What follows belongs to an exercise in optimizing a design on an open flow for a short achievable clock period and few clock cycles; a production flow would make more cautious choices.
Only simulation tests tie the RTL to the original design; equivalence was not proved.
Power is estimated from default activity; no workload was simulated.

<file path="flow/design.v">
`timescale 1ns / 1ps
module Control(
    input [5:0] op,
    input [5:0] func,
    output reg branch,
    output reg jr,
    output reg jump,
    output reg jal,
    output reg RegWE,
    output reg RegDst,
    output reg ALUsrcB,
    output reg [3:0] ALUOp,
    output reg MemWE,
    output reg MemReg
    );
    always@(*)
    begin
        branch = 0;
        jr = 0;
        jump = 0;
        jal = 0;
        RegWE = 0;
        RegDst = 0;
        ALUsrcB = 0;
        ALUOp = 0;
        MemWE = 0;
        MemReg = 0;
        case (op)
            6'b000000: 
            begin
                case (func[5:3])
                    3'b100: 
                    begin
                        branch = 0;
                        jr = 0;
                        jump = 0;
                        jal = 0;
                        RegWE = 1;
                        RegDst = 1;
                        ALUsrcB = 0;
                        MemWE = 0;
                        MemReg = 0;
                        case (func[2:0])
                            3'b000: ALUOp = 4'b0101; 
                            3'b010: ALUOp = 4'b0110; 
                            3'b100: ALUOp = 4'b0111; 
                            3'b101: ALUOp = 4'b1000; 
                            3'b111: ALUOp = 4'b1010; 
                            3'b110: ALUOp = 4'b1001; 
                            default:ALUOp =0;
                        endcase
                    end
                    3'b000:
                    begin
                        branch = 0;
                        jr = 0;
                        jump = 0;
                        jal = 0;
                        RegWE = 1;
                        RegDst = 1;
                        ALUsrcB = 0;
                        MemWE = 0;
                        MemReg = 0;
                        case (func[2:0])
                            3'b000: ALUOp = 4'b0000;
                            3'b010: ALUOp = 4'b0010;
                            3'b011: ALUOp = 4'b0001;
                            default:ALUOp =0;
                        endcase
                    end
                    3'b001:
                    begin
                        branch = 0;
                        jr = 1;
                        jump = 1;
                        jal = 0;
                        RegWE = 0;
                        RegDst = 0;
                        ALUsrcB = 0;
                        ALUOp = 0;
                        MemWE = 0;
                        MemReg = 0;
                    end
                endcase
            end
            default: 
            begin
                case (op[5:3])
                    3'b001:
                    begin
                        branch = 0;
                        jr = 0;
                        jump = 0;
                        jal = 0;
                        RegWE = 1;
                        RegDst = 0;
                        ALUsrcB = 1;
                        MemWE = 0;
                        MemReg = 0;
                        case (op[2:0])
                            3'b000: ALUOp = 4'b0101; 
                            3'b100: ALUOp = 4'b0111; 
                            3'b101: ALUOp = 4'b1000; 
                            3'b110: ALUOp = 4'b1001; 
                            default:ALUOp =0;
                        endcase
                    end 
                    3'b100: 
                    begin
                        branch = 0;
                        jr = 0;
                        jump = 0;
                        jal = 0;
                        RegWE = 1;
                        RegDst = 0;
                        ALUsrcB = 1;
                        ALUOp = 4'b0101;
                        MemWE = 0;
                        MemReg = 1;
                    end
                    3'b101: 
                    begin
                        branch = 0;
                        jr = 0;
                        jump = 0;
                        jal = 0;
                        RegWE = 0;
                        RegDst = 0;
                        ALUsrcB = 1;
                        ALUOp = 4'b0101;
                        MemWE = 1;
                        MemReg = 0;
                    end
                    3'b000: 
                    begin
                        jr = 0;
                        RegDst = 0;
                        ALUsrcB = 0;
                        ALUOp = 0;
                        MemWE = 0;
                        MemReg = 0;
                        case (op[2:0])
                            3'b100:
                            begin
                                branch = 1;
                                jump = 0;
                                jal = 0;
                                RegWE = 0;
                                ALUsrcB = 0;
                                ALUOp = 4'b0110;
                            end
                            3'b010:  
                            begin
                                branch = 0;
                                jump = 1;
                                jal = 0;
                                RegWE = 0; 
                            end  
                            3'b011: 
                            begin
                                branch = 0;
                                jump = 1;
                                jal = 1;
                                RegWE = 1; 
                            end  
                        endcase
                    end 
                endcase
            end
        endcase
    end
endmodule
`timescale 1ns / 1ps
module SignExtend(
    input[15:0] imm,
    output [31:0] SignImm
);
    assign SignImm[15:0] = imm[15:0];
    assign SignImm[31:16] = {16{imm[15]}};
endmodule
`timescale 1ns / 1ps
module PC(
    input clk,
    input [31:0] offset,         
    input [25:0] absoluteAddr,   
    input [31:0] registerAddr,   
    input branch,            
    input jr,                
    input jump,              
    input reset,             
    output reg [31:0] PC,
    output [31:0] PC_plus4   
    );
    assign PC_plus4 = PC + 4;
    wire [31:0] PC_beq = (offset << 2) + PC_plus4;
    wire [31:0] PC_j = {PC_plus4[31:28], absoluteAddr, 2'b00};
    wire [31:0] PC_1 = branch ? PC_beq : PC_plus4;
    wire [31:0] PC_2 = jr ? registerAddr : PC_j;
    wire [31:0] PC_final = jump ? PC_2 : PC_1;
    always @(posedge clk or posedge reset)
        if (reset) PC <= 0;
        else       PC <= PC_final;
endmodule
`timescale 1ns / 1ps
module RegisterFile(
    input           clk,
    input           RegWre,      
    input [4:0]     A1,          
    input [4:0]     A2,          
    input [4:0]     WriteReg,    
    input [31:0]    WriteData,
    input           reset,       
    output[31:0]    ReadData1,
    output[31:0]    ReadData2
    );
    reg [31:0] register[31:0];
    integer i;
    assign ReadData1 = register[A1];
    assign ReadData2 = register[A2];
    always@(posedge clk or posedge reset) begin
        if (reset) begin
            for (i = 0; i < 32; i = i + 1)
                register[i] <= 0;
        end
        else begin
            if (RegWre && WriteReg != 5'b0)
                register[WriteReg] <= WriteData;
        end
    end
endmodule
`timescale 1ns / 1ps
module ALU(
    input [3:0] ALUOp,
    input [31:0] A,
    input [31:0] B,
    input [4:0]  C,               
    output reg zero,              
    output reg [31:0] result
    );
    always@(*)
     begin
        case (ALUOp)
            4'b0000: result = B << C;              
            4'b0001: result = $signed(B) >>> C;    
            4'b0010: result = B >> C;              
            4'b0101: result = A + B;               
            4'b0110: result = A - B;               
            4'b0111: result = A & B;               
            4'b1000: result = A | B;               
            4'b1001: result = A ^ B;               
            4'b1010: result = ~(A | B);            
            default : result = 0;
        endcase
        if (result)  zero = 0;
        else  zero = 1;
     end
endmodule
`timescale 1ns / 1ps
module mips_cpu(
    input         clk,
    input         rst,
    output [31:0] imem_addr,
    input  [31:0] imem_rdata,
    output [31:0] dmem_addr,
    output [31:0] dmem_wdata,
    output        dmem_we,
    input  [31:0] dmem_rdata
    );
    wire[31:0] PC;
    wire[31:0] PC_plus4;
    wire[31:0] Instr = imem_rdata;
    wire[31:0] RD1;
    wire[31:0] RD2;
    wire[31:0] SignImm;
    wire branch, jr, jump, jal, RegWE, RegDst, ALUsrcB, MemWE, MemReg;
    wire[3:0] ALUOp;
    wire ALUzero;
    wire[31:0] ALUResult;
    wire[31:0] DMresult = dmem_rdata;
    assign imem_addr  = PC;
    assign dmem_addr  = ALUResult;
    assign dmem_wdata = RD2;
    assign dmem_we    = MemWE;
    Control ctrl(
        .op(Instr[31:26]),
        .func(Instr[5:0]),
        .branch(branch),
        .jr(jr),
        .jump(jump),
        .jal(jal),
        .RegWE(RegWE),
        .RegDst(RegDst),
        .ALUsrcB(ALUsrcB),
        .ALUOp(ALUOp),
        .MemWE(MemWE),
        .MemReg(MemReg)
    );
    SignExtend se(
        .imm(Instr[15:0]),
        .SignImm(SignImm)
    );
    PC pc(
        .clk(clk),
        .offset(SignImm),
        .absoluteAddr(Instr[25:0]),
        .registerAddr(RD1),
        .branch(ALUzero & branch),
        .jr(jr),
        .jump(jump),
        .reset(rst),
        .PC(PC),
        .PC_plus4(PC_plus4)
    );
    RegisterFile rf(
        .clk(clk),
        .RegWre(RegWE),
        .A1(Instr[25:21]),
        .A2(Instr[20:16]),
        .WriteReg(jal?5'd31:(RegDst?Instr[15:11]:Instr[20:16])),
        .WriteData(jal?PC_plus4:(MemReg?DMresult:ALUResult)),
        .reset(rst),
        .ReadData1(RD1),
        .ReadData2(RD2)
    );
    ALU alu(
        .ALUOp(ALUOp),
        .A(RD1),
        .B(ALUsrcB?SignImm:RD2),
        .C(Instr[10:6]),
        .zero(ALUzero),
        .result(ALUResult)
    );
endmodule
</file>
<file path="flow/run.sh">
#!/bin/bash
# synth_recipe.tcl (not shown) runs the flow's synth.tcl, then flattens the netlist and writes it again
# the make line also repeats each setting of config.mk as NAME=value (left out here)
make -C /OpenROAD-flow-scripts/flow DESIGN_CONFIG=/design/flow/config.mk WORK_HOME=/design/flow/orfs CLKGATE_MAP_FILE= SYNTH_SCRIPT=/design/flow/synth_recipe.tcl finish
</file>
<file path="flow/config.mk">
export PLATFORM = sky130hd
export DESIGN_NAME = mips_cpu
export DESIGN_NICKNAME = mips_cpu
export VERILOG_FILES = /design/flow/design.v
export SDC_FILE = /design/flow/constraint.sdc
export NUM_CORES = 4
export LEC_CHECK = 0
export CAP_MARGIN = 20
export CORE_MARGIN = 2
export CORE_UTILIZATION = 38
export PLACE_DENSITY = 0.6
export SETUP_SLACK_MARGIN = 1.0
export SLEW_MARGIN = 20
</file>
<file path="flow/constraint.sdc">
create_clock -name core_clock -period 12.0 [get_ports {clk}]
set_input_delay 2.4000 -clock core_clock [delete_from_list [all_inputs] [get_ports {clk}]]
set_output_delay 2.4000 -clock core_clock [all_outputs]
set_load 0.01 [all_outputs]
</file>
==> flow_metrics.tcl <==
set metrics [dict create \
    finalCritPeriodShare_pct 92.2 \
    synth.avg_cell_area_um2 8.33 \
    rsz0062_at_grt "true" \
    synth-simple-area-share_pct 21.6 \
    synth_cell_types 102 \
    slew_violations 0 \
    syn-cell-area_mm2 0.0640 \
    grt_max_degree 166 \
    grt_pass1_vias 67600 \
    fin_area_mm2 0.0776 \
    whs_ps 402 \
    hold_buffers 0 \
    dpl_cell_area_mm2 0.0723 \
    grt_pass1_wl_um 585000 \
    ys_top_cells_by_area "dfrtp_1 (41%), o21ai_0 (8.5%), nand2_1 (7.4%), nand3_1 (4.4%), clkbuf_1 (3.6%)" \
    tightest_slew_ps 1260 \
    synth-seq-cells 1056 \
    startpoint_type "input pin" \
    nNetsFinal 8168 \
    worstPathRequired_ps 9600 \
    drv_cap 0 \
    cts_tree "done" \
    gp_congestion 1.08 \
    post-route-min-period_ps 11070 \
    synth_xor_area_share_pct 1.66 \
    cts.sinks 1056 \
    crit_type "input pin to output pin" \
    drc 0 \
    initialDrtViolationCount 13300 \
    report.power.total_mw 11.6 \
    htreeDepth 3 \
    area_growth_pct 21.2 \
    die_w_um 414 \
    end_kind "output pin" \
    yosysTopAreaCell "dfrtp_1" \
    synth_top_area_share_pct 41.3 \
    status "no timing/DRC/antenna violations" \
    ys_warn_count 5 \
    min_path_type "flop to flop" \
    netlist_instances 7686 \
    synthMuxAreaShare_pct 1.84 \
    ys.flop_type "dfrtp_1" \
    ios 163 \
    start_util_pct 38.3 \
    io_buffers 162 \
    track_usage_pct 49.0 \
    hold_viol_final 0 \
    clockBufferDepth 3 \
    dieArea_mm2 0.172 \
    wl_per_cell_um 42.2 \
    place_hpwl_um 306000 \
    clkTransAtPathRegs_ps 60 \
    drive_gt1_share_pct 16.4 \
    setup_violations 0 \
    tns_ps 0 \
    fmax_mhz 90.4 \
    antenna_found_initial 37 \
    yosysSeqAreaShare_pct 41.3 \
    synthAdderAreaFrac_pct 2.60 \
    arrival_ps 8670 \
    synth_compound_area_share_pct 25.5 \
    syn-num-nets 7883 \
    routed_wl_um 435000 \
    numCtsBuffers 116 \
    drtAntennaViolNets 0 \
    overflow 0 \
    irDropWorstVdd_mv 0.123 \
    die_h_um 414 \
    p_leak_nw 34.1 \
    slew_headroom_pct 15.9 \
    fillers 16500 \
    powerDensity_mw_per_mm2 149 \
    drt_pass1_iterations 11 \
    synth_top_family_by_area "compound AO/OA/AOI/OAI gates" \
    vias 72900 \
    insertion_delay_ps 810 \
    root_buffer "clkbuf_16" \
    crit_path_max_fanout 39 \
    synth_enable_flop_cells 0 \
    viasPerCell 7.08 \
    rows 150 \
    fp.coreArea_mm2 0.167 \
    async_flop_share_pct 100 \
    skew_ps 37.3 \
]
power breakdown:
part	switching [mW]	internal [mW]	leakage, nW	total [mW]
Clock	1.67	2.15	1.96	3.82
Sequential	0.622	4.05	14.3	4.67
Combinational	2.04	1.06	17.8	3.10
per-layer routing:
metal  GRT usage (%)  up-vias  part of all wire [%]
met2            68.1     6337                    40
met4            40.7       32                    11
met1            59.6    35400                    36
met5           0.333        -                  0.10
li1                -    29000                     -
met3            18.7     2127                    14
synthesized netlist by cell type, drive strengths merged (39+ instances only):
master,n
nand2,1269
o21ai,1102
dfrtp,1056
clkbuf,616
nand3,564
nor2,307
a22oi,288
and3,222
nand4,218
a21oi,206
a221oi,201
a22o,178
buf,129
ha,129
inv,119
xnor2,94
nor3,79
nor4,63
a2111oi,51
a31oi,51
mux2,51
a211oi,50
o22ai,39
cell type report:
class / instances / area (um^2) / area share, %
Multi-Input combinational cell: 5766 / 35600 / 45.9
Clock buffer: 156 / 3290 / 4.25
Sequential cell: 1056 / 26400 / 34.1
Clock inverter: 64 / 692 / 0.892
Timing Repair Buffer: 911 / 8270 / 10.7
Inverter: 120 / 454 / 0.585
Antenna cell: 22 / 55.1 / 0.0710
Tap cell: 2204 / 2760 / 3.55
worst max-delay path, stage by stage:
cell and delay [ps]:
buf_6 170, nor2b_4 340, buf_12 300, buf_4 330, a32oi_1 230, and3_1 230
a311oi_2 370, buf_4 230, a21oi_2 50, buf_4 200, nand2_1 130, o21ai_0 110
xnor2_1 240, ha_1 300, o21ai_0 90, nand2b_1 140, buf_4 170, a31oi_2 190
o21bai_1 110, a21oi_2 170, xnor2_1 80, a222oi_1 720, buf_4 260, inv_1 40
o31ai_1 220, buf_4 220, inv_1 70, clkdlybuf4s50_1 480
registers in the layout (all words and copies together), names as in the netlist:
signal and count:
rf.register 1024, pc.PC 32
placed cells by master, fill, tap and decap left out, drive strengths merged, types with 22 or more instances in the layout:
cell type / n
a2111oi: 51
a211oi: 50
a21o: 30
a21oi: 206
a221oi: 201
a22o: 178
a22oi: 288
a31oi: 51
and2: 26
and3: 222
and4: 29
buf: 756
clkbuf: 157
clkdlybuf4s50: 137
clkinv: 40
dfrtp: 1056
diode: 22
ha: 129
inv: 122
mux2: 51
mux2i: 31
nand2: 1269
nand3: 564
nand4: 218
nor2: 307
nor3: 79
nor4: 63
o211ai: 32
o21ai: 1102
o221ai: 26
o22ai: 39
o31ai: 27
o32a: 34
xnor2: 94
xor2: 27
stage by stage:
| stage | worst slack [ps] | cells | utilization, % |
|---|---|---|---|
| after floorplan | -4960 | 7686 | - |
| after global placement | -88.7 | 10000 | 43.2 |
| after detailed placement | -54.0 | 10000 | 43.2 |
| after CTS | 981 | 10300 | 46.0 |
| after global routing | 826 | 10300 | 46.4 |
| final | 934 | 10300 | 46.4 |
cell families (layout without fill, tap and decap cells):
family / Yosys count / count (layout)
compound gates: 2492 / 2492
buf+inv: 865 / 1251
flops: 1056 / 1056
xor+xnor: 121 / 121
mux: 95 / 95
other cells: 0 / 22
simple gates: 2925 / 2926
fa+ha+maj: 132 / 132
worst paths after layout:
kind	from	to	slack (ps)	cells after the start
setup / recovery	imem_rdata[20]	dmem_addr[10]	930	28
hold reg to reg	rf.register[0][26]	rf.register[0][26]	400	0
min in group asynchronous	rst	pc.PC[21]	1930	2
setup reg to reg	rf.register[12][22]	pc.PC[21]	4020	30
max in group asynchronous	rst	rf.register[18][23]	7910	4
hold / removal	rf.register[0][26]	rf.register[0][26]	400	0
what timing repair did:
action                                  in CTS  in global routing
pin swaps                                   21                 29
gates resized for setup                    130                 80
buffers inserted                            26                 18
endpoints found under the hold margin        0                  0
gates cloned                                 2                  1
endpoints found under the setup margin      23                 20
Testbench counts, summed over its fixed seeds: cycles 95,097.

==> separate check: timing with driven ports <==
In the flow no input, the clock included, has a driving cell. The finished layout below was timed again as built, in two steps. Step 1, drivers: a clkbuf_16 drives clk and a buf_2 each remaining input, both assumed. Step 2 adds t to the input delays and takes it off the output delays; t is the mean of the earliest and latest rising clock arrival at the registers after step 1. Input paths then give back, and output paths get back, about the clock's delay inside the block. Three values: no drivers, after step 1, after step 2; two values: the first two.
t (ns): 0.877
slack for setup (ns): 0.934 / 0.793 / 0.793
pins driven straight from the clock port: 1
After both steps setup and hold are still met in this run. For this run, drivers alone change the setup slack by -0.141 ns; drivers and shift together by -0.141 ns.
